What follows belongs to an exercise in optimizing a design on an open flow for small area and a short achievable clock period; a production flow would make more cautious choices. Where RTL was checked, it was by simulation tests only, not by an equivalence proof against the original. Only the layout flow was run in runs 4 to 6; the RTL was not checked for function there.

==> flow/design.v <==
module rgb_hsv (
    input            clk,
    input            rst,
    input            vld,    
    input      [7:0] rgb_r,
    input      [7:0] rgb_g,
    input      [7:0] rgb_b,
    output reg [8:0] hsv_h,
    output reg [7:0] hsv_s,
    output reg [7:0] hsv_v
);
parameter KH = 2;    
parameter KS = 3;    
function gt8;
    input [7:0] a, b;
    reg   [7:0] g, t;
    integer     m, n;
    begin
        g = a & ~b;
        t = a | ~b;
        for (m = 1; m < 8; m = m * 2)
            for (n = 0; n < 8; n = n + 2 * m) begin
                g[n + 2 * m - 1] = g[n + 2 * m - 1] | (t[n + 2 * m - 1] & g[n + m - 1]);
                t[n + 2 * m - 1] = t[n + 2 * m - 1] & t[n + m - 1];
            end
        gt8 = g[7];
    end
endfunction
function [11:0] add12;
    input [11:0] a, b;
    input        ci;
    reg   [11:0] g, t;
    integer      m, n;
    begin
        g = a & b;
        t = a | b;
        g[0] = g[0] | (t[0] & ci);
        for (m = 1; m < 12; m = m * 2)
            for (n = 11; n >= 0; n = n - 1)
                if ((n / m) % 2 == 1) begin
                    g[n] = g[n] | (t[n] & g[(n / m) * m - 1]);
                    t[n] = t[n] & t[(n / m) * m - 1];
                end
        add12 = a ^ b ^ {g[10:0], ci};
    end
endfunction
function [8:0] dstep;
    input [8:0] p;
    input [7:0] d;
    reg   [8:0] b;
    integer     i;
    begin
        b[0] = 1'b0;
        for (i = 0; i < 8; i = i + 1)
            b[i+1] = (~p[i] & d[i]) | ((~p[i] | d[i]) & b[i]);
        dstep[8]   = p[8] | ~b[8];
        dstep[7:0] = p[7:0] ^ ({8{dstep[8]}} & (d ^ b[7:0]));
    end
endfunction
wire c_rg = gt8(rgb_r, rgb_g);
wire c_rb = gt8(rgb_r, rgb_b);
wire c_gb = gt8(rgb_g, rgb_b);
reg [7:0] r1, g1, b1;
reg       xr1, xg1, xb1;    
reg       nr1, ng1, nb1;    
reg       dr1, dg1, db1;    
always @(posedge clk) begin
    r1  <= rgb_r; g1 <= rgb_g; b1 <= rgb_b;
    xr1 <= c_rg & c_rb;
    xg1 <= ~c_rg & c_gb;
    xb1 <= ~(c_rg & c_rb) & ~(~c_rg & c_gb);
    nr1 <= ~c_rg & ~c_rb;
    nb1 <= c_rb & c_gb;
    ng1 <= ~(~c_rg & ~c_rb) & ~(c_rb & c_gb);
    dr1 <= c_rg ^ c_rb;
    db1 <= ~(c_rg ^ c_rb) & (c_rg ^ c_gb);
    dg1 <= ~(c_rg ^ c_rb) & ~(c_rg ^ c_gb);
end
wire [7:0] mx = ({8{xr1}} & r1) | ({8{xg1}} & g1) | ({8{xb1}} & b1);
wire [7:0] mn = ({8{nr1}} & r1) | ({8{ng1}} & g1) | ({8{nb1}} & b1);
wire [7:0] md = ({8{dr1}} & r1) | ({8{dg1}} & g1) | ({8{db1}} & b1);
wire neg = (xb1 & nr1) | (xg1 & nb1) | (xr1 & ng1);
wire [11:0] mm12 = add12({4'd0, mx}, ~{4'd0, mn}, 1'b1);
wire [11:0] x12  = add12({4'd0, md}, ~{4'd0, mn}, 1'b1);
wire [7:0]  mm   = mm12[7:0];
wire [7:0]  x    = x12[7:0];
wire [11:0] x15  = add12({x, 4'd0}, ~{4'd0, x}, 1'b1);    
wire [13:0] n60  = {x15, 2'd0};
reg [8:0]    ph;
reg [KH-1:0] qh2;
integer i;
always @(*) begin
    ph = {1'b0, n60[13:6]};
    for (i = 5; i >= 6 - KH; i = i - 1) begin
        ph = dstep({ph[7:0], n60[i]}, mm);
        qh2[i - 6 + KH] = ph[8];
    end
end
reg [8:0]    ps;
reg [KS-1:0] qs2;
integer j;
always @(*) begin
    ps = {1'b0, mm};
    for (j = 7; j >= 8 - KS; j = j - 1) begin
        ps = dstep({ps[7:0], 1'b0}, mx);
        qs2[j - 8 + KS] = ps[8];
    end
end
reg [7:0]    mm_2, mx_2, ph_2, ps_2;
reg [KH-1:0] qh_2;
reg [KS-1:0] qs_2;
reg [5-KH:2] nl_2;
reg          xr_2, xg_2, neg_2;
always @(posedge clk) begin
    mm_2 <= mm; mx_2 <= mx & {8{vld}}; ph_2 <= ph[7:0]; ps_2 <= ps[7:0];
    qh_2 <= qh2; qs_2 <= qs2; nl_2 <= n60[5-KH:2];
    xr_2 <= xr1; xg_2 <= xg1; neg_2 <= neg;
end
reg [8:0] th;
reg [5:0] qh;
integer k;
always @(*) begin
    th = {1'b0, ph_2};
    qh = {qh_2, {(6-KH){1'b0}}};
    for (k = 5 - KH; k >= 0; k = k - 1) begin
        th = dstep({th[7:0], (k >= 2) ? nl_2[k] : 1'b0}, mm_2);
        qh[k] = th[8];
    end
end
reg [8:0] ts;
reg [7:0] qs;
integer l;
always @(*) begin
    ts = {1'b0, ps_2};
    qs = {qs_2, {(8-KS){1'b0}}};
    for (l = 7 - KS; l >= 0; l = l - 1) begin
        ts = dstep({ts[7:0], 1'b0}, mx_2);
        qs[l] = ts[8];
    end
end
wire [5:0] q53 = {3'd0, qh[5:3]};
reg  [5:0] up, dn0, dn1;
always @(*)
    case ({xr_2, xg_2, neg_2})
        3'b100:  begin up = q53;          dn0 = 6'd0;        dn1 = 6'd0;            end
        3'b101:  begin up = 6'd0;         dn0 = 6'd45 - q53; dn1 = 6'd44 - q53;     end
        3'b010:  begin up = 6'd15 + q53;  dn0 = 6'd0;        dn1 = 6'd0;            end
        3'b011:  begin up = 6'd0;         dn0 = 6'd15 - q53; dn1 = 6'd14 - q53;     end
        3'b000:  begin up = 6'd30 + q53;  dn0 = 6'd0;        dn1 = 6'd0;            end
        default: begin up = 6'd0;         dn0 = 6'd30 - q53; dn1 = 6'd29 - q53;     end
    endcase
wire [2:0] nlo = {qh[2] ^ (qh[1] | qh[0]), qh[1] ^ qh[0], qh[0]};
wire       bw  = qh[2] | qh[1] | qh[0];
wire [8:0] hq  = neg_2 ? {bw ? dn1 : dn0, nlo} : {up, qh[2:0]};
wire       grey = ~|mm_2;
wire       nz   = |mx_2;
wire [8:0] h3   = hq & {9{~grey & nz}};
wire [7:0] s3   = qs & {8{nz}};
always @(posedge clk or negedge rst)
    if (!rst) begin
        hsv_h <= 9'd0; hsv_s <= 8'd0; hsv_v <= 8'd0;
    end else begin
        hsv_h <= h3; hsv_s <= s3; hsv_v <= mx_2;
    end
endmodule
module HSVComparator (
    input            clk,
    input      [8:0] hsv_get_h,
    input      [7:0] hsv_get_s,
    input      [7:0] hsv_get_v,
    input      [8:0] hsv_set_h,
    input      [7:0] hsv_set_s,
    input      [7:0] hsv_set_v,
    input      [2:0] threshold_level,
    output reg [1:0] similar_flag    
);
function [9:0] sub9;
    input [8:0] a, b;
    reg         c;
    integer     i;
    begin
        c = 1'b0;
        for (i = 0; i < 9; i = i + 1) begin
            sub9[i] = a[i] ^ b[i] ^ c;
            c = (~a[i] & b[i]) | ((~a[i] | b[i]) & c);
        end
        sub9[9] = c;
    end
endfunction
wire [9:0] dh = sub9(hsv_get_h, hsv_set_h);
wire [9:0] ds = sub9({1'b0, hsv_get_s}, {1'b0, hsv_set_s});
wire [9:0] dv = sub9({1'b0, hsv_get_v}, {1'b0, hsv_set_v});
wire [8:0] ah = dh[8:0] ^ {9{dh[9]}};
wire [7:0] as = ds[7:0] ^ {8{ds[9]}};
wire [7:0] av = dv[7:0] ^ {8{dv[9]}};
wire       nh = dh[9], ns = ds[9], nv = dv[9];
function gt9;
    input [8:0] a, b;
    reg         c;
    integer     i;
    begin
        c = 1'b0;
        for (i = 0; i < 9; i = i + 1)
            c = (a[i] & ~b[i]) | ((a[i] | ~b[i]) & c);
        gt9 = c;
    end
endfunction
wire h0 = nh ? (~gt9(ah, 9'd59) | ~gt9(9'd299, ah)) : (~gt9(ah, 9'd60) | ~gt9(9'd300, ah));
wire h1 = nh ? (~gt9(ah, 9'd14) | ~gt9(9'd344, ah)) : (~gt9(ah, 9'd15) | ~gt9(9'd345, ah));
wire h2 = nh ? (~gt9(ah, 9'd9)  | ~gt9(9'd349, ah)) : (~gt9(ah, 9'd10) | ~gt9(9'd350, ah));
wire h3 = nh ? (~gt9(ah, 9'd4)  | ~gt9(9'd354, ah)) : (~gt9(ah, 9'd5)  | ~gt9(9'd355, ah));
wire s0 = ~gt9({1'b0, as}, ns ? 9'd31 : 9'd32);
wire s1 = ~gt9({1'b0, as}, ns ? 9'd7  : 9'd8);
wire s2 = ~gt9({1'b0, as}, ns ? 9'd4  : 9'd5);
wire s3 = ~gt9({1'b0, as}, ns ? 9'd2  : 9'd3);
wire v0 = ~gt9({1'b0, av}, nv ? 9'd31 : 9'd32);
wire v1 = ~gt9({1'b0, av}, nv ? 9'd7  : 9'd8);
wire v2 = ~gt9({1'b0, av}, nv ? 9'd4  : 9'd5);
wire v3 = ~gt9({1'b0, av}, nv ? 9'd2  : 9'd3);
reg hit;
always @(*)
    case (threshold_level)
        3'b000:  hit = h0 & s0 & v0;
        3'b001:  hit = h1 & s1 & v1;
        3'b010:  hit = h2 & s2 & v2;
        3'b111:  hit = h3 & s3 & v3;
        default: hit = 1'b0;
    endcase
wire unset = ~|hsv_set_v;
always @(posedge clk)
    similar_flag <= unset ? 2'b10 : {1'b0, hit};
endmodule
module color_match (
    input  wire       clk,
    input  wire       rst_n,
    input  wire [7:0] get_r,
    input  wire [7:0] get_g,
    input  wire [7:0] get_b,
    input  wire [7:0] set_r,
    input  wire [7:0] set_g,
    input  wire [7:0] set_b,
    input  wire [2:0] threshold_level,
    output wire [8:0] get_h,
    output wire [7:0] get_s,
    output wire [7:0] get_v,
    output wire [8:0] set_h,
    output wire [7:0] set_s,
    output wire [7:0] set_v,
    output wire [1:0] similar_flag
);
    reg vld;
    always @(posedge clk or negedge rst_n)
        if (!rst_n) vld <= 1'b0;
        else        vld <= 1'b1;
    rgb_hsv rgb_hsv_get_inst (
        .clk   (clk),
        .rst   (rst_n),
        .vld   (vld),
        .rgb_r (get_r),
        .rgb_g (get_g),
        .rgb_b (get_b),
        .hsv_h (get_h),
        .hsv_s (get_s),
        .hsv_v (get_v)
    );
    rgb_hsv rgb_hsv_set_inst (
        .clk   (clk),
        .rst   (rst_n),
        .vld   (vld),
        .rgb_r (set_r),
        .rgb_g (set_g),
        .rgb_b (set_b),
        .hsv_h (set_h),
        .hsv_s (set_s),
        .hsv_v (set_v)
    );
    HSVComparator HSVComparator_inst (
        .clk             (clk),
        .hsv_get_h       (get_h),
        .hsv_get_s       (get_s),
        .hsv_get_v       (get_v),
        .hsv_set_h       (set_h),
        .hsv_set_s       (set_s),
        .hsv_set_v       (set_v),
        .threshold_level (threshold_level),
        .similar_flag    (similar_flag)
    );
endmodule
==> flow/flow/run.sh <==
#!/bin/bash
# The standard layout, with plain buffers (not delay cells) on the ports.
# Placement runs as standard; from clock tree synthesis on, timing repair is
# asked to leave 21.3 ns of setup slack at the 28 ns clock.
set -euo pipefail
export BUFFER_PORTS_ARGS="-buffer_cell sky130_fd_sc_hd__buf_2"
bash standard.sh place > standard_place.log 2>&1
export SETUP_SLACK_MARGIN=21.3
bash standard.sh > standard_finish.log 2>&1
==> flow/standard.sh <==
#!/bin/bash
# synth_recipe.tcl (not shown) runs the flow's synth.tcl, then flattens the netlist and writes it again
# the make line also repeats each setting of config.mk as NAME=value (left out here)
make -C /OpenROAD-flow-scripts/flow DESIGN_CONFIG=/design/flow/config.mk WORK_HOME=/design/flow/orfs CLKGATE_MAP_FILE= SYNTH_SCRIPT=/design/flow/synth_recipe.tcl "${@:-finish}"
==> flow/config.mk <==
export PLATFORM = sky130hd
export DESIGN_NAME = color_match
export DESIGN_NICKNAME = color_match
export VERILOG_FILES = /design/flow/design.v
export SDC_FILE = /design/flow/constraint.sdc
export NUM_CORES = 4
export LEC_CHECK = 0
export ABC_AREA = 1
export CAP_MARGIN = 20
export CORE_MARGIN = 2
export CORE_UTILIZATION = 40
export PLACE_DENSITY = 0.6
export SLEW_MARGIN = 20
==> flow/constraint.sdc <==
create_clock -name core_clock -period 28.0 [get_ports {clk}]
set_input_delay 5.6000 -clock core_clock [delete_from_list [all_inputs] [get_ports {clk}]]
set_output_delay 5.6000 -clock core_clock [all_outputs]
set_load 0.01 [all_outputs]
==> key figures, run 1 <==
Outcome
  • Status: complete, no violations

Layout
  • Final core occ: 0.474
  • Fin nets: 3202
  • Post-route cell area: 22100 sq um
  • Layout Cells excl Fill: 3641
  • Area growth syn-to-layout: 16.7%
  • Number of diodes: 0
  • Top flop regs: rgb_hsv_get_inst.hsv_h (9), rgb_hsv_set_inst.hsv_h (9)
  • Share of layout cells above drive strength 1: 0.187
  • Fillcell total: 4598

GRT
  • GRT Residual Overflow: 0
  • Number of global-route vias before repair: 16300
  • First-pass GRT wire length: 79000 microns
  • Largest net degree at the start of global routing: 52
  • GRT Total Usage: 0.190
  • Initial antenna violation count: 2

Worst setup path
  • Crit end category: register
  • Worst setup SP type: register
  • Reg-to-reg setup timing slack: 21.21 ns
  • Setup CP Type: register to register
  • Arrival time at the worst endpoint: 7.21 ns
  • CP max-delay cell: fa_1
  • Crit path max fanout: 7
  • CP Data Required Time: 28.41 ns
  • Worst path max stage delay: 0.46 ns

Floorplanning
  • Die width: 221 microns
  • # IOs: 105
  • Total core area: 46600 sq um
  • Die area: 49000 sq um
  • Initial core utilization: 0.406
  • Die height: 221 microns
  • Cell row count: 79

Job
  • Max_cap viols: 0

Place
  • Post-DP HPWL: 39000 microns
  • Post-Place Worst Slack: 20.59 ns
  • Placer's final routability congestion estimate: 0.907
  • Number of I/O port buffers: 104
  • Post-placement cell count: 3505
  • Post-DP Area: 19800 sq um

Timing
  • Crit path time final: 6.79 ns
  • Slew HR: 0.364
  • Setup Skew: 0.0136 ns
  • Max Freq: 0.147 GHz
  • Sum Neg Setup Slack: 0 ns
  • Slack of the critical path: 21.21 ns
  • Fin crit share: 0.243
  • RSZ-0062 raised after global routing: yes
  • Fin. Hold Viols: 0
  • Number of max-slew violations in the final report: 0
  • Worst hold slack: 0.408 ns
  • Worst Max-Slew Pin Slew: 0.946 ns
  • Final Setup Violations: 0

Synthesis
  • Asr flop ratio synth: 0.251
  • Yosys top cell area share: 0.169
  • Synth cell types: 62
  • Synth top cells by count: nand2_1 (849), inv_1 (410), nand3_1 (268), xor2_1 (186), nor2_1 (156)
  • Mapped cell area: 18900 sq um
  • Seq/Total Area, Yosys: 0.229
  • Mean post-synth cell area: 6.61 sq um
  • Yosys warns: 3
  • Most used DFF post-synth: dfxtp_1
  • Mapped Cells: 2861
  • Yosys reg bits: 203
  • Count leader, synth: nand2_1
  • Cell taking the most area after synthesis: nand2_1
  • Top post-synthesis cells by area: nand2_1 (17%), dfxtp_1 (16%), xor2_1 (8.6%)
  • Synthesized Nets: 3047
  • Post-synth EDFFs: 0

Drt
  • DRC viols: 0
  • Wire per inst: 13.5 microns
  • DR vias: 18000
  • DRT antenna net count: 0
  • DRT Pass-1 Iters: 6
  • DR vias/cell: 4.94
  • Iter 0 DRT Violations: 1197
  • Post-Route WL: 49300 microns

CTS
  • H-tree depth: 1
  • CTS Hold Bufs: 0
  • Clk Latency, worst-skew pair: 0.53 ns
  • Clock sink count: 203
  • Clk slew on worst S/H paths: 0.06 ns
  • CTS tree: done
  • Clock buffer depth: 3
  • Cts bufs inserted: 24
  • Clk root buf: clkbuf_16

Worst hold path
  • Worst min path class: register to register
placed cells by master, fill, tap and decap left out, types with 13 or more instances in the layout:
master and instances:
a21oi_1 58, a21oi_2 13, buf_2 89, buf_4 93
buf_6 14, clkbuf_16 27, dfrtp_1 45, dfxtp_1 131
dfxtp_2 13, fa_1 25, ha_1 93, inv_1 401
inv_2 15, nand2_1 827, nand2_2 66, nand3_1 251
nand3_2 55, nand3b_1 22, nand4_1 23, nor2_1 149
nor3_1 14, o21ai_0 58, o21ai_1 36, o21ai_2 34
o22ai_1 28, or2_1 14, or2_2 35, xnor2_1 37
xor2_1 180
per-layer routing:
layer	part of all wire	up-vias	wire length, microns	track usage
met5	0	-	0	0
met3	0.042	64	2050	0.0207
met2	0.46	377	22600	0.313
li1	-	9345	-	-
met4	0.020	0	963	0.0459
met1	0.48	8208	23700	0.264
worst max-delay path, delay by kind of cell (launching register included):
family	cells	cell delay (ns)
AO/OA/AOI/OAI	16	1.75
XOR/XNOR	2	0.31
adder cells (fa/ha/maj)	4	1.51
buffers and inverters	2	0.13
flip-flops	1	0.36
AND/OR/NAND/NOR	21	2.60
kinds of logic (layout without fill, tap and decap cells):
logic type / count (synthesis) / after routing / share of synthesized area
buf+inv: 499 / 671 / 0.109
fa+ha+maj: 134 / 134 / 0.103
other cells: 1 / 1 / 0.000198
compound gates: 291 / 291 / 0.0936
flops: 203 / 203 / 0.229
xor+xnor: 228 / 228 / 0.106
simple gates: 1505 / 1506 / 0.359
final cells by class:
| type | instances | area [sq um] | share of cell area |
|---|---|---|---|
| Sequential cell | 203 | 4370 | 0.198 |
| Multi-Input combinational cell | 2160 | 13200 | 0.597 |
| Clock inverter | 8 | 70.1 | 0.00318 |
| Clock buffer | 36 | 739 | 0.0335 |
| Inverter | 430 | 1640 | 0.0743 |
| Tap cell | 607 | 759 | 0.0344 |
| Timing Repair Buffer | 197 | 1320 | 0.0597 |
path summary, 6_finish.rpt:
path                                          start                        end  cells past startpoint
hold reg to reg            rgb_hsv_set_inst.qs_2[2]  rgb_hsv_set_inst.hsv_s[7]                      2
hold / removal             rgb_hsv_set_inst.qs_2[2]  rgb_hsv_set_inst.hsv_s[7]                      2
max in group asynchronous                     rst_n  rgb_hsv_get_inst.hsv_v[2]                      2
min in group asynchronous                     rst_n  rgb_hsv_get_inst.hsv_v[7]                      2
setup / recovery               rgb_hsv_set_inst.dr1   rgb_hsv_set_inst.ph_2[6]                     45
setup reg to reg               rgb_hsv_set_inst.dr1   rgb_hsv_set_inst.ph_2[6]                     45
repair_timing:
action                     CTS  global route
pin swaps                    6            79
buffers inserted            39            52
hold endpoints to repair     0             0
resized for setup           60           158
setup endpoints to repair   85            88
cloned                       0             1
==> run 2, diff against run 1 <==
==> flow/flow/run.sh (replaced) <==
#!/bin/bash
# The standard layout, with plain buffers (not delay cells) on the ports.
# Placement runs as standard; from clock tree synthesis on, timing repair is
# asked to leave 20.8 ns of setup slack at the 28 ns clock.
set -euo pipefail
export BUFFER_PORTS_ARGS="-buffer_cell sky130_fd_sc_hd__buf_2"
bash standard.sh place > standard_place.log 2>&1
export SETUP_SLACK_MARGIN=20.8
bash standard.sh > standard_finish.log 2>&1
--- a/flow/config.mk
+++ b/flow/config.mk
@@ -10,4 +10,4 @@
 export CORE_MARGIN = 2
-export CORE_UTILIZATION = 40
-export PLACE_DENSITY = 0.6
+export CORE_UTILIZATION = 60
+export PLACE_DENSITY = 0.75
 export SLEW_MARGIN = 20
==> run 2 against run 1 <==
Against the previous run: synthesized cell count unchanged; critical path type is now primary input to register; critical path depth decreased by 31; fmax decreased by 2.1%; clock skew increased by 0.0098 ns; highest routed layer unchanged; routed wire length decreased by 7.2%; critical endpoint is now rgb_hsv_get_inst.db1; still clean; setup slack got worse by 0.15 ns; register-to-register slack got worse by 0.04 ns; first-iteration DRC count increased by 1.3%; cell count decreased by 7.8%.
==> key figures, run 2 <==
Outcome
  • Status: complete, no violations

Timing
  • Setup Skew: 0.0234 ns
  • Crit path time final: 6.94 ns
  • Max Freq: 0.144 GHz
  • Slack of the critical path: 21.06 ns
  • Fin. Hold Viols: 0
  • Sum Neg Setup Slack: 0 ns
  • Number of max-slew violations in the final report: 0
  • Fin crit share: 0.248
  • Worst hold slack: 0.400 ns
  • Slew HR: 0.351
  • Worst Max-Slew Pin Slew: 0.965 ns
  • RSZ-0062 raised after global routing: yes
  • Final Setup Violations: 0

Layout
  • Top flop regs: rgb_hsv_get_inst.hsv_h (9), rgb_hsv_set_inst.hsv_h (9)
  • Number of diodes: 0
  • Most frequent cells in the layout: nand2_1 (838), inv_1 (408), nand3_1 (262), xor2_1 (181), nor2_1 (151)
  • Share of layout cells above drive strength 1: 0.142
  • Area growth syn-to-layout: 9.73%
  • Area occupied by multi-input gates: 12800 sq um
  • Final core occ: 0.673
  • Commonest non-fill, non-tap cell in the layout: nand2_1
  • Fillcell total: 2658
  • Fin nets: 3130
  • Register area: 4340 sq um

Place
  • Post-Place Worst Slack: 20.58 ns
  • Number of I/O port buffers: 104
  • Post-DP HPWL: 36600 microns
  • Placer's final routability congestion estimate: 0.957

Worst setup path
  • CP Data Required Time: 28.43 ns
  • Bufs and invs on worst path: 3
  • CP cell instances: buf_2 -> inv_1 -> a211oi_1 -> a211oi_1 -> nor2_1 -> a21oi_1 -> a21oi_1 -> o21ai_0 -> o21ai_0 -> nand3_1 -> o21a_1 -> inv_1 -> ha_1 -> nor2_1
  • Worst setup SP type: primary input
  • Crit path max fanout: 4
  • Crit end category: register
  • Family with the most delay on the worst path: compound AO/OA/AOI/OAI gates
  • Setup CP Type: primary input to register
  • Worst path max stage delay: 0.29 ns
  • Arrival time at the worst endpoint: 7.37 ns
  • CP max-delay cell: ha_1

Synthesis
  • Mapped Cells: 2861
  • Cell taking the most area after synthesis: nand2_1
  • Yosys warns: 3
  • Yosys reg bits: 203
  • Synth cell types: 62
  • Mapped cell area: 18900 sq um
  • Top post-synthesis cells by area: nand2_1 (17%), dfxtp_1 (16%), xor2_1 (8.6%)
  • Asr flop ratio synth: 0.251
  • Count leader, synth: nand2_1
  • Synthesized Nets: 3047
  • Seq/Total Area, Yosys: 0.229
  • Post-synth EDFFs: 0
  • Mean post-synth cell area: 6.61 sq um
  • Synth top cells by count: nand2_1 (849), inv_1 (410), nand3_1 (268), xor2_1 (186), nor2_1 (156)
  • Yosys top cell area share: 0.169
  • Most used DFF post-synth: dfxtp_1

CTS
  • Clk slew on worst S/H paths: 0.07 ns
  • H-tree depth: 1
  • CTS Hold Bufs: 0
  • Clock buffer depth: 3
  • Clk root buf: clkbuf_16
  • Cts bufs inserted: 22
  • CTS tree: done
  • Clock sink count: 203
  • Clk Latency, worst-skew pair: 0.52 ns

GRT
  • GRT Residual Overflow: 0
  • Number of global-route vias before repair: 16400
  • GRT Total Usage: 0.271
  • Largest net degree at the start of global routing: 52
  • Initial antenna violation count: 1
  • First-pass GRT wire length: 75800 microns

Drt
  • Post-Route WL: 45700 microns
  • DRT Pass-1 Iters: 7
  • Wire per inst: 13.6 microns
  • DRT antenna net count: 0
  • Iter 0 DRT Violations: 1213
  • DR vias/cell: 5.37
  • DRC viols: 0
  • DR vias: 18000

Floorplanning
  • # IOs: 105
  • Initial core utilization: 0.613
  • Cell row count: 64
  • Die height: 181 microns
  • Die area: 32900 sq um
  • Die width: 181 microns
  • Total core area: 30800 sq um

Job
  • Max_cap viols: 0

Worst hold path
  • Worst min path class: register to register
run 2: per-layer routing:
metal  routed length, microns  track usage  part of all wire
met1                    21200        0.370              0.46
met2                    20500        0.454              0.45
met3                     2900       0.0317             0.063
met4                     1090       0.0761             0.024
met5                        0            0                 0
run 2: layout make-up:
class,count,area share
Clock buffer,28,0.0316
Multi-Input combinational cell,2159,0.616
Timing Repair Buffer,128,0.0346
Inverter,430,0.0782
Tap cell,396,0.0239
Clock inverter,12,0.00585
Sequential cell,203,0.209
run 2: cells by family after synthesis:
family                     synth area share
and+or+nand+nor                       0.359
buffers and inverters                 0.109
AOI/OAI and AO/OA                    0.0936
xor gates and xnor gates              0.106
DFF                                   0.229
adders and majority gates             0.103
other                              0.000198
run 2: worst paths after layout:
path,from,end,slack (ns),depth (start not counted)
setup / recovery,get_r[1],rgb_hsv_get_inst.db1,21.06,14
hold / removal,rgb_hsv_set_inst.qs_2[0],rgb_hsv_set_inst.hsv_s[5],0.40,2
setup reg to reg,rgb_hsv_set_inst.dr1,rgb_hsv_set_inst.ph_2[2],21.17,45
hold reg to reg,rgb_hsv_set_inst.qs_2[0],rgb_hsv_set_inst.hsv_s[5],0.40,2
max in group asynchronous,rst_n,rgb_hsv_set_inst.hsv_v[4],22.36,2
min in group asynchronous,rst_n,rgb_hsv_get_inst.hsv_v[5],5.19,2
run 2: repair_timing:
item,CTS,global route
gates resized for setup,5,84
setup buffers,0,22
setup endpoints to repair,2,35
pin swaps,0,29
run 2: worst register-to-register path: cells and delay by family (launching register included):
kind	cells	cell delay [ns]
AOI/OAI and AO/OA	16	1.84
DFF	1	0.38
and+or+nand+nor	21	2.63
xor gates and xnor gates	2	0.31
adders and majority gates	4	1.42
buffers and inverters	2	0.14
run 2: metrics by stage:
step | instances | area [sq um]
5_1_grt | 3356 | 20700
3_5_place_dp | 3294 | 19500
4_1_cts | 3334 | 20300
2_1_floorplan | 2861 | 18900
3_3_place_gp | 3294 | 19500
6_report | 3356 | 20700
==> run 3, diff against run 2 <==
==> flow/run.sh (new file) <==
#!/bin/bash
# synth_recipe.tcl (not shown) runs the flow's synth.tcl, then flattens the netlist and writes it again
# the make line also repeats each setting of config.mk as NAME=value (left out here)
make -C /OpenROAD-flow-scripts/flow DESIGN_CONFIG=/design/flow/config.mk WORK_HOME=/design/flow/orfs CLKGATE_MAP_FILE= SYNTH_SCRIPT=/design/flow/synth_recipe.tcl finish
removed: flow/flow/run.sh
removed: flow/standard.sh
==> run 3 against run 2 <==
Against the previous run: register-to-register slack got worse by 0.71 ns; sequential share of layout area is 0.22 points lower; clock skew decreased by 0.0045 ns; non-clock buffer count fell by 22; first-iteration DRC count barely moved.
==> key figures, run 3 <==
GRT
  • GRT Total Usage: 0.281
  • Number of global-route vias before repair: 16800
  • Largest net degree at the start of global routing: 52
  • GRT Residual Overflow: 0
  • Initial antenna violation count: 0
  • First-pass GRT wire length: 78200 microns

Synthesis
  • Mean post-synth cell area: 6.61 sq um
  • Mapped Cells: 2861
  • Count leader, synth: nand2_1
  • Cell taking the most area after synthesis: nand2_1
  • Yosys top cell area share: 0.169
  • Seq/Total Area, Yosys: 0.229
  • Synth top cells by count: nand2_1 (849), inv_1 (410), nand3_1 (268), xor2_1 (186), nor2_1 (156)
  • Yosys reg bits: 203
  • Post-synth EDFFs: 0
  • Synthesized Nets: 3047
  • Synth cell types: 62
  • Most used DFF post-synth: dfxtp_1
  • Mapped cell area: 18900 sq um
  • Top post-synthesis cells by area: nand2_1 (17%), dfxtp_1 (16%), xor2_1 (8.6%)
  • Yosys warns: 3
  • Asr flop ratio synth: 0.251

Drt
  • DRT antenna net count: 0
  • DRC viols: 0
  • DR vias: 18000
  • Wire per inst: 13.8 microns
  • Post-Route WL: 46100 microns
  • DR vias/cell: 5.40
  • DRT Pass-1 Iters: 5
  • Iter 0 DRT Violations: 1212

Floorplanning
  • # IOs: 105
  • Die width: 181 microns
  • Die height: 181 microns
  • Die area: 32900 sq um
  • Total core area: 30800 sq um
  • Initial core utilization: 0.613
  • Cell row count: 64

Worst setup path
  • Cells on worst reg2reg path: 44
  • Bufs and invs on worst path: 3
  • CP max-delay cell: dfxtp_1
  • Reg2reg start: rgb_hsv_get_inst.ng1
  • Crit end category: register
  • RR Endpoint: rgb_hsv_get_inst.ph_2[7]
  • Setup CP Type: register to register
  • Arrival time at the worst endpoint: 7.95 ns
  • Crit path max fanout: 9
  • CP Data Required Time: 28.41 ns
  • Reg-to-reg setup timing slack: 20.46 ns
  • Most used cell, CP: nand2_1
  • Family with the most delay on the worst path: simple AND/OR/NAND/NOR gates
  • Worst path max stage delay: 0.54 ns
  • Worst setup SP type: register

CTS
  • Post-CTS sizing: 0
  • Clock sink count: 203
  • Clk slew on worst S/H paths: 0.06 ns
  • Clk root buf: clkbuf_16
  • Cts bufs inserted: 24
  • CTS Hold Bufs: 0
  • H-tree depth: 1
  • CTS tree: done
  • Clk Latency, worst-skew pair: 0.52 ns
  • # Post-CTS Setup Buffers: 0
  • Clock buffer depth: 3

Timing
  • Fin crit share: 0.269
  • Max Freq: 0.133 GHz
  • Worst Max-Slew Pin Slew: 0.949 ns
  • RSZ-0062 raised after global routing: no
  • Sum Neg Setup Slack: 0 ns
  • Crit path time final: 7.54 ns
  • Setup Skew: 0.0189 ns
  • Slew HR: 0.363
  • Number of max-slew violations in the final report: 0
  • Fin. Hold Viols: 0
  • Final Setup Violations: 0

Layout
  • Area occupied by multi-input gates: 12500 sq um
  • Post-route cell area: 20800 sq um
  • Most frequent cells in the layout: nand2_1 (849), inv_1 (410), nand3_1 (268), xor2_1 (186), nor2_1 (156)
  • Fillcell total: 2715
  • Commonest non-fill, non-tap cell in the layout: nand2_1
  • Number of diodes: 0
  • Fin nets: 3110
  • Area growth syn-to-layout: 10.3%
  • Register area: 4320 sq um
  • Final core occ: 0.676
  • Share of layout cells above drive strength 1: 0.0741
  • Top flop regs: rgb_hsv_get_inst.hsv_h (9), rgb_hsv_set_inst.hsv_h (9)

Worst hold path
  • Hold path depth: 0
  • Hold wc startpoint: rgb_hsv_get_inst.mx_2[1]
  • Min-Delay Endpoint: rgb_hsv_get_inst.hsv_v[1]
  • Worst min path class: register to register

Outcome
  • Status: complete, no violations

Job
  • Max_cap viols: 0

Place
  • Placer's final routability congestion estimate: 0.922
  • Number of I/O port buffers: 104
  • Post-DP HPWL: 37900 microns
  • Post-DP Area: 20000 sq um
[run 3: changes by cell type in the layout (fill, tap and decap cells not counted), sizes merged]
cell and delta:
clkinv -2, buf -125, clkbuf +5, inv -1, clkdlybuf4s50 +103
[run 3: per-stage QoR]
step           setup slack, ns  cells  hold slack (ns)
3_3_place_gp             20.31   3294            0.383
2_1_floorplan            20.99   2861            0.326
5_1_grt                  19.68   3336            0.419
6_report                 20.46   3336            0.382
4_1_cts                  20.56   3336            0.402
3_5_place_dp             20.26   3294            0.380
[run 3: kinds of logic (layout without fill, tap and decap cells)]
family	count (synthesis)	count (layout)	synth area share
xor gates and xnor gates	228	228	0.106
adders and majority gates	134	134	0.103
buffers and inverters	499	578	0.109
AOI/OAI and AO/OA	291	291	0.0936
other	1	1	0.000198
DFF	203	203	0.229
and+or+nand+nor	1505	1505	0.359
[run 3: cell type report]
| class | instances | share of cell area |
|---|---|---|
| Multi-Input combinational cell | 2159 | 0.601 |
| Timing Repair Buffer | 106 | 0.0504 |
| Clock inverter | 9 | 0.00558 |
| Inverter | 430 | 0.0778 |
| Sequential cell | 203 | 0.207 |
| Tap cell | 396 | 0.0238 |
| Clock buffer | 33 | 0.0345 |
[run 3: routing by layer]
metal | track usage | up-vias | wire length, microns
met4 | 0.0663 | 0 | 939
met3 | 0.0357 | 69 | 2820
met1 | 0.385 | 8224 | 21800
li1 | - | 9158 | -
met5 | 0 | - | 0
met2 | 0.474 | 559 | 20500
[run 3: worst max-delay path by stage]
stage / to / depth (start not counted) / slack, ns / start
after CTS: rgb_hsv_get_inst.ph_2[7] / 44 / 20.56 / rgb_hsv_get_inst.ng1
final: rgb_hsv_get_inst.ph_2[7] / 44 / 20.46 / rgb_hsv_get_inst.ng1
after detailed placement: rgb_hsv_get_inst.dg1 / 13 / 20.26 / get_b[2]
after global placement: rgb_hsv_get_inst.dg1 / 12 / 20.31 / get_g[2]
after floorplan: rgb_hsv_get_inst.db1 / 13 / 20.99 / get_r[1]
after global routing: rgb_hsv_get_inst.ph_2[7] / 42 / 19.68 / rgb_hsv_get_inst.nr1
==> run 4, diff against run 3 <==
--- a/flow/design.v
+++ b/flow/design.v
@@ -83,6 +83,12 @@
 wire [11:0] mm12 = add12({4'd0, mx}, ~{4'd0, mn}, 1'b1);
-wire [11:0] x12  = add12({4'd0, md}, ~{4'd0, mn}, 1'b1);
 wire [7:0]  mm   = mm12[7:0];
-wire [7:0]  x    = x12[7:0];
-wire [11:0] x15  = add12({x, 4'd0}, ~{4'd0, x}, 1'b1);    
+wire [11:0] ca = {md, 4'd0};
+wire [11:0] cb = ~{4'd0, md};
+wire [11:0] cc = ~{mn, 4'd0};
+wire [11:0] cd = {4'd0, mn};
+wire [11:0] s1 = ca ^ cb ^ cc;
+wire [11:0] k1 = {(ca[10:0] & cb[10:0]) | (ca[10:0] & cc[10:0]) | (cb[10:0] & cc[10:0]), 1'b1};
+wire [11:0] s2 = s1 ^ k1 ^ cd;
+wire [11:0] k2 = {(s1[10:0] & k1[10:0]) | (s1[10:0] & cd[10:0]) | (k1[10:0] & cd[10:0]), 1'b1};
+wire [11:0] x15  = add12(s2, k2, 1'b0);
 wire [13:0] n60  = {x15, 2'd0};
==> flow/flow/run.sh (new file) <==
#!/bin/bash
# The standard layout, with plain buffers (not delay cells) on the ports
set -euo pipefail
export BUFFER_PORTS_ARGS="-buffer_cell sky130_fd_sc_hd__buf_2"
bash standard.sh > standard.log 2>&1
==> flow/standard.sh (new file) <==
#!/bin/bash
# synth_recipe.tcl (not shown) runs the flow's synth.tcl, then flattens the netlist and writes it again
# the make line also repeats each setting of config.mk as NAME=value (left out here)
make -C /OpenROAD-flow-scripts/flow DESIGN_CONFIG=/design/flow/config.mk WORK_HOME=/design/flow/orfs CLKGATE_MAP_FILE= SYNTH_SCRIPT=/design/flow/synth_recipe.tcl "${@:-finish}"
--- a/flow/config.mk
+++ b/flow/config.mk
@@ -10,4 +10,4 @@
 export CORE_MARGIN = 2
-export CORE_UTILIZATION = 60
-export PLACE_DENSITY = 0.75
+export CORE_UTILIZATION = 40
+export PLACE_DENSITY = 0.6
 export SLEW_MARGIN = 20
removed: flow/run.sh
==> run 4 against run 3 <==
Against the previous run: routed wire length rose by 6.6%; clock skew rose by 0.0017 ns; sequential share of layout area shrank 0.74 points; synthesized cell count rose by 2.3%; hold slack got worse by 0.0095 ns; critical endpoint unchanged; largest cell class unchanged; highest routed layer unchanged.
==> key figures, run 4 <==
Outcome
  • Status: complete, no violations

Timing
  • Setup Skew: 0.0206 ns
  • Crit path time final: 7.13 ns
  • Worst Max-Slew Pin Slew: 0.812 ns
  • Slew HR: 0.455
  • Final Setup Violations: 0
  • RSZ-0062 raised after global routing: no
  • Sum Neg Setup Slack: 0 ns
  • Number of max-slew violations in the final report: 0
  • Fin crit share: 0.254
  • Max Freq: 0.140 GHz
  • Fin. Hold Viols: 0

GRT
  • GRT Residual Overflow: 0
  • GRT Total Usage: 0.191
  • Initial antenna violation count: 0
  • Largest net degree at the start of global routing: 52
  • Number of global-route vias before repair: 16600
  • First-pass GRT wire length: 81000 microns

CTS
  • Clock buffer depth: 3
  • CTS tree: done
  • Cts bufs inserted: 25
  • CTS Hold Bufs: 0
  • Clk slew on worst S/H paths: 0.06 ns
  • # Post-CTS Setup Buffers: 0
  • Clk root buf: clkbuf_16
  • Clk Latency, worst-skew pair: 0.56 ns
  • Post-CTS sizing: 0
  • H-tree depth: 1
  • Clock sink count: 203

Floorplanning
  • Die height: 227 microns
  • # IOs: 105
  • Die area: 51400 sq um
  • Initial core utilization: 0.406
  • Total core area: 49000 sq um
  • Cell row count: 81
  • Die width: 227 microns

Worst setup path
  • Critical Path Start: rgb_hsv_get_inst.nr1
  • CP Data Required Time: 28.46 ns
  • Reg-to-reg setup timing slack: 20.87 ns
  • Cells on worst reg2reg path: 41
  • Setup CP Type: register to register
  • Reg2reg start: rgb_hsv_get_inst.nr1
  • RR Endpoint: rgb_hsv_get_inst.ph_2[7]
  • Arrival time at the worst endpoint: 7.58 ns
  • Worst setup SP type: register
  • Worst path max stage delay: 0.55 ns
  • Crit path max fanout: 9
  • Crit end category: register
  • CP max-delay cell: dfxtp_1

Place
  • Post-DP HPWL: 40700 microns
  • Number of I/O port buffers: 104
  • Placer's final routability congestion estimate: 0.889

Synthesis
  • Mapped cell area: 19900 sq um
  • Asr flop ratio synth: 0.251
  • Post-synth EDFFs: 0
  • Top post-synthesis cells by area: nand2_1 (16%), dfxtp_1 (15%), inv_1 (9.1%)
  • Synthesized Nets: 3144
  • Count leader, synth: nand2_1
  • Cell taking the most area after synthesis: nand2_1
  • Yosys warns: 3
  • Most used DFF post-synth: dfxtp_1
  • Synth top cells by count: nand2_1 (823), inv_1 (483), nand3_1 (266), xor2_1 (186), dfxtp_1 (152)
  • Yosys reg bits: 203
  • Seq/Total Area, Yosys: 0.218
  • Mean post-synth cell area: 6.78 sq um
  • Mapped Cells: 2928
  • Yosys top cell area share: 0.156
  • Synth cell types: 68

Worst hold path
  • Hold path depth: 0
  • Worst min path class: register to register
  • Min-Delay Endpoint: rgb_hsv_set_inst.hsv_v[1]
  • Hold wc startpoint: rgb_hsv_set_inst.mx_2[1]

Drt
  • Wire per inst: 13.3 microns
  • DRC viols: 0
  • DR vias/cell: 4.90
  • DRT Pass-1 Iters: 6
  • Post-Route WL: 49100 microns
  • Iter 0 DRT Violations: 1087
  • DR vias: 18100
  • DRT antenna net count: 0

Job
  • Max_cap viols: 0

Layout
  • Commonest non-fill, non-tap cell in the layout: nand2_1
  • Area growth syn-to-layout: 8.90%
  • Share of layout cells above drive strength 1: 0.124
  • Top flop regs: rgb_hsv_get_inst.hsv_h (9), rgb_hsv_set_inst.hsv_h (9)
  • Fin nets: 3219
  • Most frequent cells in the layout: nand2_1 (823), inv_1 (483), nand3_1 (266), xor2_1 (186), dfxtp_1 (152)
  • Number of diodes: 0
  • Fillcell total: 5021
-- run 4: logic make-up after synthesis --
family                   count (synthesis)  synth area share
buffers and inverters                  558             0.117
AO/OA/AOI/OAI                          282            0.0881
flip-flops                             203             0.218
XOR/XNOR                               233             0.104
AND/OR/NAND/NOR                       1482             0.346
other                                    1          0.000189
adder cells (fa/ha/maj)                169             0.128
-- run 4: worst max-delay path by stage --
| stage | to | cells after the start |
|---|---|---|
| finish | rgb_hsv_get_inst.ph_2[7] | 41 |
| global route | rgb_hsv_get_inst.ph_2[7] | 41 |
| CTS | rgb_hsv_get_inst.ph_2[7] | 40 |
| detailed placement | rgb_hsv_set_inst.dg1 | 13 |
| global placement | rgb_hsv_set_inst.dg1 | 13 |
| floorplan | rgb_hsv_set_inst.dg1 | 12 |
-- run 4: layer usage --
metal  track usage  share of wire  wire length, microns  vias to the layer above
li1              -              -                     -                     9306
met1         0.276           0.50                 24700                     8330
met2         0.305           0.43                 21300                      373
met3        0.0228          0.047                  2310                       55
met4        0.0376          0.017                   846                        0
met5             0              0                     0                        -
-- run 4: critical path: cells and delay by family (launching register included) --
kind,cells,cell delay (ns)
AO/OA/AOI/OAI,15,2.04
adder cells (fa/ha/maj),4,1.56
AND/OR/NAND/NOR,17,2.30
XOR/XNOR,2,0.31
flip-flops,1,0.55
buffers and inverters,3,0.27
-- run 4: cell type report --
type | count | area, sq um | area share
clock buffer | 37 | 731 | 0.0338
clock inverter | 9 | 96.3 | 0.00446
inverter | 499 | 1880 | 0.0868
multi-input combinational | 2167 | 13200 | 0.612
sequential | 203 | 4320 | 0.200
tap | 664 | 831 | 0.0384
timing repair buffer | 107 | 543 | 0.0251
-- run 4: stage by stage --
step                      setup slack [ns]  area, sq um  hold WS [ns]  utilization  std cells
after CTS                            20.88        21600         0.369        0.442       3686
after detailed placement             20.60        20800         0.361        0.425       3640
after global placement               20.59        20800         0.359        0.425       3640
after floorplan                      20.95        19900         0.326            -       2928
after global routing                 20.22        21600         0.392        0.442       3686
final                                20.87        21600         0.373        0.442       3686
==> run 5, diff against run 4 <==
--- a/flow/design.v
+++ b/flow/design.v
@@ -15,13 +15,9 @@
     input [7:0] a, b;
-    reg   [7:0] g, t;
-    integer     m, n;
-    begin
-        g = a & ~b;
-        t = a | ~b;
-        for (m = 1; m < 8; m = m * 2)
-            for (n = 0; n < 8; n = n + 2 * m) begin
-                g[n + 2 * m - 1] = g[n + 2 * m - 1] | (t[n + 2 * m - 1] & g[n + m - 1]);
-                t[n + 2 * m - 1] = t[n + 2 * m - 1] & t[n + m - 1];
-            end
-        gt8 = g[7];
+    reg         c;
+    integer     i;
+    begin
+        c = 1'b0;
+        for (i = 0; i < 8; i = i + 1)
+            c = (a[i] & ~b[i]) | ((a[i] | ~b[i]) & c);
+        gt8 = c;
     end
@@ -63,5 +59,3 @@
 reg [7:0] r1, g1, b1;
-reg       xr1, xg1, xb1;    
-reg       nr1, ng1, nb1;    
-reg       dr1, dg1, db1;    
+reg       xr1, xg1, nr1, nb1;
 always @(posedge clk) begin
@@ -70,10 +64,10 @@
     xg1 <= ~c_rg & c_gb;
-    xb1 <= ~(c_rg & c_rb) & ~(~c_rg & c_gb);
     nr1 <= ~c_rg & ~c_rb;
     nb1 <= c_rb & c_gb;
-    ng1 <= ~(~c_rg & ~c_rb) & ~(c_rb & c_gb);
-    dr1 <= c_rg ^ c_rb;
-    db1 <= ~(c_rg ^ c_rb) & (c_rg ^ c_gb);
-    dg1 <= ~(c_rg ^ c_rb) & ~(c_rg ^ c_gb);
-end
+end
+wire xb1 = ~xr1 & ~xg1;
+wire ng1 = ~nr1 & ~nb1;
+wire dr1 = ~xr1 & ~nr1;           
+wire db1 = ~xb1 & ~nb1;           
+wire dg1 = ~dr1 & ~db1;
 wire [7:0] mx = ({8{xr1}} & r1) | ({8{xg1}} & g1) | ({8{xb1}} & b1);
@@ -83,12 +77,6 @@
 wire [11:0] mm12 = add12({4'd0, mx}, ~{4'd0, mn}, 1'b1);
+wire [11:0] x12  = add12({4'd0, md}, ~{4'd0, mn}, 1'b1);
 wire [7:0]  mm   = mm12[7:0];
-wire [11:0] ca = {md, 4'd0};
-wire [11:0] cb = ~{4'd0, md};
-wire [11:0] cc = ~{mn, 4'd0};
-wire [11:0] cd = {4'd0, mn};
-wire [11:0] s1 = ca ^ cb ^ cc;
-wire [11:0] k1 = {(ca[10:0] & cb[10:0]) | (ca[10:0] & cc[10:0]) | (cb[10:0] & cc[10:0]), 1'b1};
-wire [11:0] s2 = s1 ^ k1 ^ cd;
-wire [11:0] k2 = {(s1[10:0] & k1[10:0]) | (s1[10:0] & cd[10:0]) | (k1[10:0] & cd[10:0]), 1'b1};
-wire [11:0] x15  = add12(s2, k2, 1'b0);
+wire [7:0]  x    = x12[7:0];
+wire [11:0] x15  = add12({x, 4'd0}, ~{4'd0, x}, 1'b1);    
 wire [13:0] n60  = {x15, 2'd0};
@@ -146,16 +134,8 @@
 end
-wire [5:0] q53 = {3'd0, qh[5:3]};
-reg  [5:0] up, dn0, dn1;
-always @(*)
-    case ({xr_2, xg_2, neg_2})
-        3'b100:  begin up = q53;          dn0 = 6'd0;        dn1 = 6'd0;            end
-        3'b101:  begin up = 6'd0;         dn0 = 6'd45 - q53; dn1 = 6'd44 - q53;     end
-        3'b010:  begin up = 6'd15 + q53;  dn0 = 6'd0;        dn1 = 6'd0;            end
-        3'b011:  begin up = 6'd0;         dn0 = 6'd15 - q53; dn1 = 6'd14 - q53;     end
-        3'b000:  begin up = 6'd30 + q53;  dn0 = 6'd0;        dn1 = 6'd0;            end
-        default: begin up = 6'd0;         dn0 = 6'd30 - q53; dn1 = 6'd29 - q53;     end
-    endcase
-wire [2:0] nlo = {qh[2] ^ (qh[1] | qh[0]), qh[1] ^ qh[0], qh[0]};
-wire       bw  = qh[2] | qh[1] | qh[0];
-wire [8:0] hq  = neg_2 ? {bw ? dn1 : dn0, nlo} : {up, qh[2:0]};
+wire [5:0] bhi = xr_2 ? (neg_2 ? 6'd45 : 6'd0) : xg_2 ? 6'd15 : 6'd30;
+wire [5:0] up  = bhi + {3'd0, qh[5:3]};
+wire [5:0] dn0 = bhi - {3'd0, qh[5:3]};
+wire [5:0] dn1 = bhi + ~{3'd0, qh[5:3]};               
+wire       bw  = |qh[2:0];
+wire [8:0] hq  = neg_2 ? {bw ? dn1 : dn0, 3'd0 - qh[2:0]} : {up, qh[2:0]};
 wire       grey = ~|mm_2;
==> run 5 against run 4 <==
Against the previous run: still clean on timing, DRC and antenna; clock skew is 0.0069 ns lower; first-iteration DRC count is 11% lower; non-clock buffer count stayed put; cell count is 7.2% lower; area after synthesis is 9.6% lower; count of clock-buffer cells in the layout is 14 lower.
==> key figures, run 5 <==
Outcome
  • Status: complete, no violations

Synthesis
  • Top post-synthesis cells by area: dfxtp_1 (16%), nand2_1 (15%), inv_1 (9.5%)
  • Yosys top cell area share: 0.158
  • Asr flop ratio synth: 0.264
  • Count leader, synth: nand2_1
  • Post-synth EDFFs: 0
  • Most used DFF post-synth: dfxtp_1
  • Mapped Cells: 2730
  • Seq/Total Area, Yosys: 0.229
  • Mean post-synth cell area: 6.58 sq um
  • Synthesized Nets: 2910
  • Cell taking the most area after synthesis: dfxtp_1
  • Mapped cell area: 18000 sq um
  • Yosys reg bits: 193
  • Synth top cells by count: nand2_1 (699), inv_1 (455), nand3_1 (289), nor2_1 (187), xor2_1 (164)
  • Yosys warns: 3
  • Synth cell types: 62

Layout
  • Commonest non-fill, non-tap cell in the layout: nand2_1
  • Number of diodes: 0
  • Area occupied by multi-input gates: 11800 sq um
  • Register area: 4120 sq um
  • Post-route cell area: 19600 sq um
  • Most frequent cells in the layout: nand2_1 (699), inv_1 (455), nand3_1 (289), nor2_1 (187), xor2_1 (164)
  • Fin nets: 2994
  • Top flop regs: rgb_hsv_get_inst.hsv_h (9), rgb_hsv_set_inst.hsv_h (9)
  • Layout Cells excl Fill: 3419
  • Share of layout cells above drive strength 1: 0.105
  • Fillcell total: 4562
  • Area growth syn-to-layout: 9.34%

CTS
  • # Post-CTS Setup Buffers: 0
  • Clock buffer depth: 2
  • Clk root buf: clkbuf_16
  • CTS tree: done
  • Cts bufs inserted: 17
  • H-tree depth: 4
  • CTS Hold Bufs: 0
  • Clk Latency, worst-skew pair: 0.47 ns
  • Clk slew on worst S/H paths: 0.07 ns
  • Clock sink count: 193
  • Post-CTS sizing: 0

Floorplanning
  • Die height: 216 microns
  • # IOs: 105
  • Die area: 46600 sq um
  • Initial core utilization: 0.406
  • Die width: 216 microns
  • Cell row count: 77
  • Total core area: 44200 sq um

Drt
  • Wire per inst: 13.4 microns
  • Iter 0 DRT Violations: 965
  • Post-Route WL: 45900 microns
  • DR vias/cell: 4.93
  • DRT Pass-1 Iters: 7
  • DRT antenna net count: 0
  • DR vias: 16900
  • DRC viols: 0

GRT
  • Largest net degree at the start of global routing: 52
  • GRT Residual Overflow: 0
  • Initial antenna violation count: 0
  • First-pass GRT wire length: 77100 microns
  • Number of global-route vias before repair: 15800
  • GRT Total Usage: 0.202

Worst setup path
  • Setup CP Type: register to register
  • Family with the most delay on the worst path: simple AND/OR/NAND/NOR gates
  • Bufs and invs on worst path: 2
  • Crit end category: register
  • Worst setup SP type: register
  • Crit path max fanout: 10
  • CP Data Required Time: 28.40 ns
  • Worst path max stage delay: 0.54 ns
  • CP max-delay cell: fa_1
  • Arrival time at the worst endpoint: 8.41 ns

Timing
  • Setup Skew: 0.0137 ns
  • Final Setup Violations: 0
  • Number of max-slew violations in the final report: 0
  • Slew HR: 0.388
  • Worst Max-Slew Pin Slew: 0.914 ns
  • Fin. Hold Viols: 0
  • Crit path time final: 8.02 ns
  • Max Freq: 0.125 GHz
  • Fin crit share: 0.286
  • Sum Neg Setup Slack: 0 ns
  • RSZ-0062 raised after global routing: no

Place
  • Number of I/O port buffers: 104
  • Post-DP HPWL: 38400 microns
  • Post-DP Area: 19000 sq um
  • Post-placement cell count: 3387
  • Placer's final routability congestion estimate: 0.907

Worst hold path
  • Worst min path class: register to register

Job
  • Max_cap viols: 0
[run 5: cell count changes after synthesis, moves of 15 or more]
cell,before,now
nand2_2,66,51
inv_1,483,455
ha_1,105,89
fa_1,58,38
xor2_1,186,164
nand2_1,823,699
o21ai_2,33,17
nor2_1,146,187
nand3_2,53,16
nand3_1,266,289
[run 5: final timing paths]
check / end / from / slack (ns) / cells after the start
min reg2reg: rgb_hsv_set_inst.hsv_s[7] / rgb_hsv_set_inst.qs_2[2] / 0.41 / 2
max reg2reg: rgb_hsv_get_inst.ph_2[6] / rgb_hsv_get_inst.xg1 / 19.98 / 45
max in group asynchronous: rgb_hsv_set_inst.hsv_h[3] / rst_n / 22.33 / 2
max: rgb_hsv_get_inst.ph_2[6] / rgb_hsv_get_inst.xg1 / 19.98 / 45
min in group asynchronous: rgb_hsv_get_inst.hsv_v[2] / rst_n / 5.23 / 2
min: rgb_hsv_set_inst.hsv_s[7] / rgb_hsv_set_inst.qs_2[2] / 0.41 / 2
[run 5: final cells by class]
cell class / count / area share
clock inverters: 9 / 0.00720
well taps: 592 / 0.0377
clock buffers: 23 / 0.0259
multi-input cells: 2020 / 0.601
flip-flops and latches: 193 / 0.210
repair buffers: 107 / 0.0277
inverters: 475 / 0.0908
[run 5: per-stage QoR]
stage / hold WS (ns) / setup WS [ns] / utilization
6_report: 0.406 / 19.98 / 0.444
5_1_grt: 0.426 / 19.26 / 0.444
4_1_cts: 0.405 / 19.99 / 0.444
3_5_place_dp: 0.394 / 20.05 / 0.429
3_3_place_gp: 0.396 / 20.10 / 0.429
2_1_floorplan: 0.329 / 21.22 / -
[run 5: worst reg2reg max path, delay by kind of cell (launching register included)]
| family | cells | cell delay [ns] |
|---|---|---|
| XOR/XNOR | 2 | 0.32 |
| buffers and inverters | 2 | 0.20 |
| AO/OA/AOI/OAI | 17 | 2.28 |
| flip-flops | 1 | 0.53 |
| adder cells (fa/ha/maj) | 5 | 1.85 |
| AND/OR/NAND/NOR | 19 | 2.77 |
[run 5: metal layers]
layer  part of all wire  wire [microns]  track usage  up-vias
met3              0.040            1840       0.0368       46
met2               0.46           21100        0.337      319
li1                   -               -            -     8809
met5                  0               0            0        -
met4              0.016             722       0.0503        0
met1               0.49           22300        0.268     7687
[run 5: logic make-up after synthesis]
| family | share of synthesized area |
|---|---|
| AO/OA/AOI/OAI | 0.110 |
| XOR/XNOR | 0.101 |
| adder cells (fa/ha/maj) | 0.105 |
| buffers and inverters | 0.114 |
| flip-flops | 0.229 |
| other | 0.000209 |
| AND/OR/NAND/NOR | 0.339 |
==> run 6, diff against run 5 <==
==> flow/flow/run.sh (replaced) <==
#!/bin/bash
# The standard layout, with plain buffers (not delay cells) on the ports,
# and timing repair asked to leave 21 ns of setup slack at the 28 ns clock
set -euo pipefail
export BUFFER_PORTS_ARGS="-buffer_cell sky130_fd_sc_hd__buf_2"
export SETUP_SLACK_MARGIN=21
bash standard.sh > standard.log 2>&1
==> run 6 against run 5 <==
Against the previous run: sequential cell count did not move; count of clock-buffer cells in the layout did not move; first-iteration DRC count rose by 2.7%; cell area rose by 12%; utilization rose by 5.5 points; die area did not move; critical path depth rose by 18; clock skew fell by 0.0026 ns; critical path type unchanged.
==> key figures, run 6 <==
Outcome
  • Status: complete, no violations

Drt
  • DRT Pass-1 Iters: 6
  • Met3 layer wire length in the routed design: 2000 microns
  • WL met1: 23500 microns
  • DRC viols: 0
  • Iter 0 DRT Violations: 991
  • Max Used Layer: met4
  • Post-Route WL: 50700 microns
  • Metal2 WL: 24300 microns
  • DR vias/cell: 4.99
  • DRT antenna net count: 0
  • DR vias: 17800
  • Wire per inst: 14.3 microns

Floorplanning
  • # IOs: 105
  • Die width: 216 microns
  • Die area: 46600 sq um
  • Die height: 216 microns
  • Total core area: 44200 sq um
  • Initial core utilization: 0.406
  • Cell row count: 77

Synthesis
  • Seq/Total Area, Yosys: 0.229
  • Mean post-synth cell area: 6.58 sq um
  • Cell taking the most area after synthesis: dfxtp_1
  • Yosys reg bits: 193
  • Synth top cells by count: nand2_1 (699), inv_1 (455), nand3_1 (289), nor2_1 (187), xor2_1 (164)
  • Synth cell types: 62
  • Post-synthesis simple-gate area fraction: 0.339
  • Synthesized Nets: 2910
  • Mapped cell area: 18000 sq um
  • Mapped Cells: 2730
  • Top post-synthesis cells by area: dfxtp_1 (16%), nand2_1 (15%), inv_1 (9.5%)
  • Most used DFF post-synth: dfxtp_1
  • Multiplexer share of the synthesized area: 0
  • Yosys warns: 3
  • Asr flop ratio synth: 0.264
  • Compound-gate portion of the synthesized area: 0.110
  • Post-Synth Adder-Cell Area: 0.105
  • Post-synth EDFFs: 0
  • Yosys top cell area share: 0.158
  • Count leader, synth: nand2_1
  • Largest family of logic cells by synthesized area: simple AND/OR/NAND/NOR gates
  • Synth Area in XOR/XNOR: 0.101

Layout
  • Share of layout cells above drive strength 1: 0.242
  • Fin nets: 3130
  • Fillcell total: 4348
  • Commonest non-fill, non-tap cell in the layout: nand2_1
  • Top flop regs: rgb_hsv_get_inst.hsv_h (9), rgb_hsv_set_inst.hsv_h (9)
  • Layout Cells excl Fill: 3555
  • Register area: 4160 sq um
  • Final core occ: 0.499
  • Most frequent cells in the layout: nand2_1 (606), inv_1 (439), nand3_1 (248), nor2_1 (167), xor2_1 (150)
  • Number of diodes: 0
  • Area growth syn-to-layout: 22.9%
  • Area occupied by multi-input gates: 13100 sq um

Timing
  • Setup Skew: 0.0111 ns
  • Max Freq: 0.143 GHz
  • Number of max-slew violations in the final report: 0
  • Final Setup Violations: 0
  • Worst Max-Slew Pin Slew: 1.15 ns
  • Fin. Hold Viols: 0
  • Slew HR: 0.234
  • Crit path time final: 7.01 ns
  • Fin crit share: 0.250
  • Sum Neg Setup Slack: 0 ns
  • RSZ-0062 raised after global routing: yes

CTS
  • Cts bufs inserted: 17
  • Clock buffer depth: 2
  • Clk slew on worst S/H paths: 0.07 ns
  • CTS tree: done
  • CTS Hold Bufs: 0
  • Clock sink count: 193
  • Clk Latency, worst-skew pair: 0.48 ns
  • H-tree depth: 4
  • Clk root buf: clkbuf_16

Place
  • Placer's final routability congestion estimate: 0.907
  • Post-DP HPWL: 38400 microns
  • Post-placement cell count: 3387
  • Number of I/O port buffers: 104

Worst setup path
  • Arrival time at the worst endpoint: 7.41 ns
  • Setup CP Type: register to register
  • CP max-delay cell: dfxtp_4
  • CP Data Required Time: 28.40 ns
  • Bufs and invs on worst path: 2
  • Crit end category: register
  • Worst path max stage delay: 0.39 ns
  • Most used cell, CP: nand2_2
  • Worst setup SP type: register
  • Family with the most delay on the worst path: simple AND/OR/NAND/NOR gates
  • Crit path max fanout: 7

GRT
  • Initial antenna violation count: 0
  • Largest net degree at the start of global routing: 52
  • First-pass GRT wire length: 78000 microns
  • Number of global-route vias before repair: 16100
  • GRT Total Usage: 0.204
  • GRT Residual Overflow: 0

Job
  • Max_cap viols: 0

Worst hold path
  • Worst min path class: register to register
-- run 6: final cells by class --
cell class	count	area share
multi-input combinational	2027	0.596
sequential	193	0.189
inverter	475	0.0824
timing repair buffer	236	0.0701
tap	592	0.0336
clock buffer	23	0.0231
clock inverter	9	0.00641
-- run 6: layer usage --
metal  vias up  track usage
met1      8246        0.270
met2       364        0.342
li1       9082            -
met4         0       0.0591
met3        60       0.0333
met5         -            0
-- run 6: repair_timing --
action | 4_1_cts | 5_1_grt
setup buffers | 23 | 106
pin swaps | 15 | 139
resized for setup | 63 | 321
cloned | 1 | 6
setup endpoints to repair | 28 | 46
-- run 6: worst register-to-register path: cells and delay by family (launching register included) --
kind	cells	cell delay [ns]
simple gates	45	3.91
xor+xnor	3	0.53
flops	1	0.39
buf+inv	2	0.12
compound gates	10	1.30
fa+ha+maj	3	0.69
-- run 6: final timing paths --
check,from,endpoint,slack (ns),depth (start not counted)
max reg2reg,rgb_hsv_get_inst.mm_2[0],rgb_hsv_get_inst.hsv_h[8],20.99,63
min,rgb_hsv_set_inst.qs_2[2],rgb_hsv_set_inst.hsv_s[7],0.40,2
max in group asynchronous,rst_n,rgb_hsv_get_inst.hsv_s[6],22.33,2
max,rgb_hsv_get_inst.mm_2[0],rgb_hsv_get_inst.hsv_h[8],20.99,63
min reg2reg,rgb_hsv_set_inst.qs_2[2],rgb_hsv_set_inst.hsv_s[7],0.40,2
min in group asynchronous,rst_n,rgb_hsv_get_inst.hsv_v[2],5.23,2
-- run 6: through the flow --
| step | setup WS [ns] | hold WS (ns) | instance area [sq um] |
|---|---|---|---|
| floorplan | 21.22 | 0.329 | 18000 |
| global placement | 20.10 | 0.396 | 19000 |
| detailed placement | 20.05 | 0.394 | 19000 |
| CTS | 21.00 | 0.404 | 20000 |
| global route | 20.52 | 0.423 | 22100 |
| finish | 20.99 | 0.405 | 22100 |
-- run 6: logic make-up after synthesis --
logic type,count (synthesis)
flip-flops,193
XOR/XNOR,206
other,1
AO/OA/AOI/OAI,320
AND/OR/NAND/NOR,1365
adder cells (fa/ha/maj),128
buffers and inverters,517

re-timing with driven ports:
No port has a modelled driver above. Below, the same layouts with a new extraction and two added sets of constraints. Step 1 assumes that a clkbuf_16 drives the clock port and a buf_2 every other input. Step 2 moves the port delays by t, midway between the first and last clock arrival at a register: inputs arrive t later, outputs are due t later. That takes back most of the time a late clock gives input paths. Slacks: no drivers / after step 1 / after step 2; pairs: no drivers / after step 1.
| run | shift t [ns] | setup slack, ns | worst setup path after step 2 | latest minus earliest clock arrival (ns) | pins driven straight from the clock port |
|---|---|---|---|---|---|
| run 1 | 0.585 | 21.206 / 21.206 / 20.703 | input to register | 0.014 / 0.013 | 1 |
| run 2 | 0.564 | 21.059 / 21.096 / 20.532 | input to register | 0.024 / 0.024 | 1 |
| run 3 | 0.572 | 20.464 / 20.464 / 20.262 | input to register | 0.022 / 0.021 | 1 |
| run 4 | 0.596 | 20.875 / 20.875 / 20.579 | input to register | 0.028 / 0.028 | 1 |
| run 5 | 0.522 | 19.983 / 19.983 / 19.983 | register to register | 0.017 / 0.017 | 1 |
| run 6 | 0.525 | 20.989 / 20.989 / 20.804 | input to register | 0.015 / 0.016 | 1 |
After both steps setup and hold are still met in every run listed. The setup slack of run 2, which loses most, moves by +0.037 ns with the drivers and by -0.527 ns with both steps.
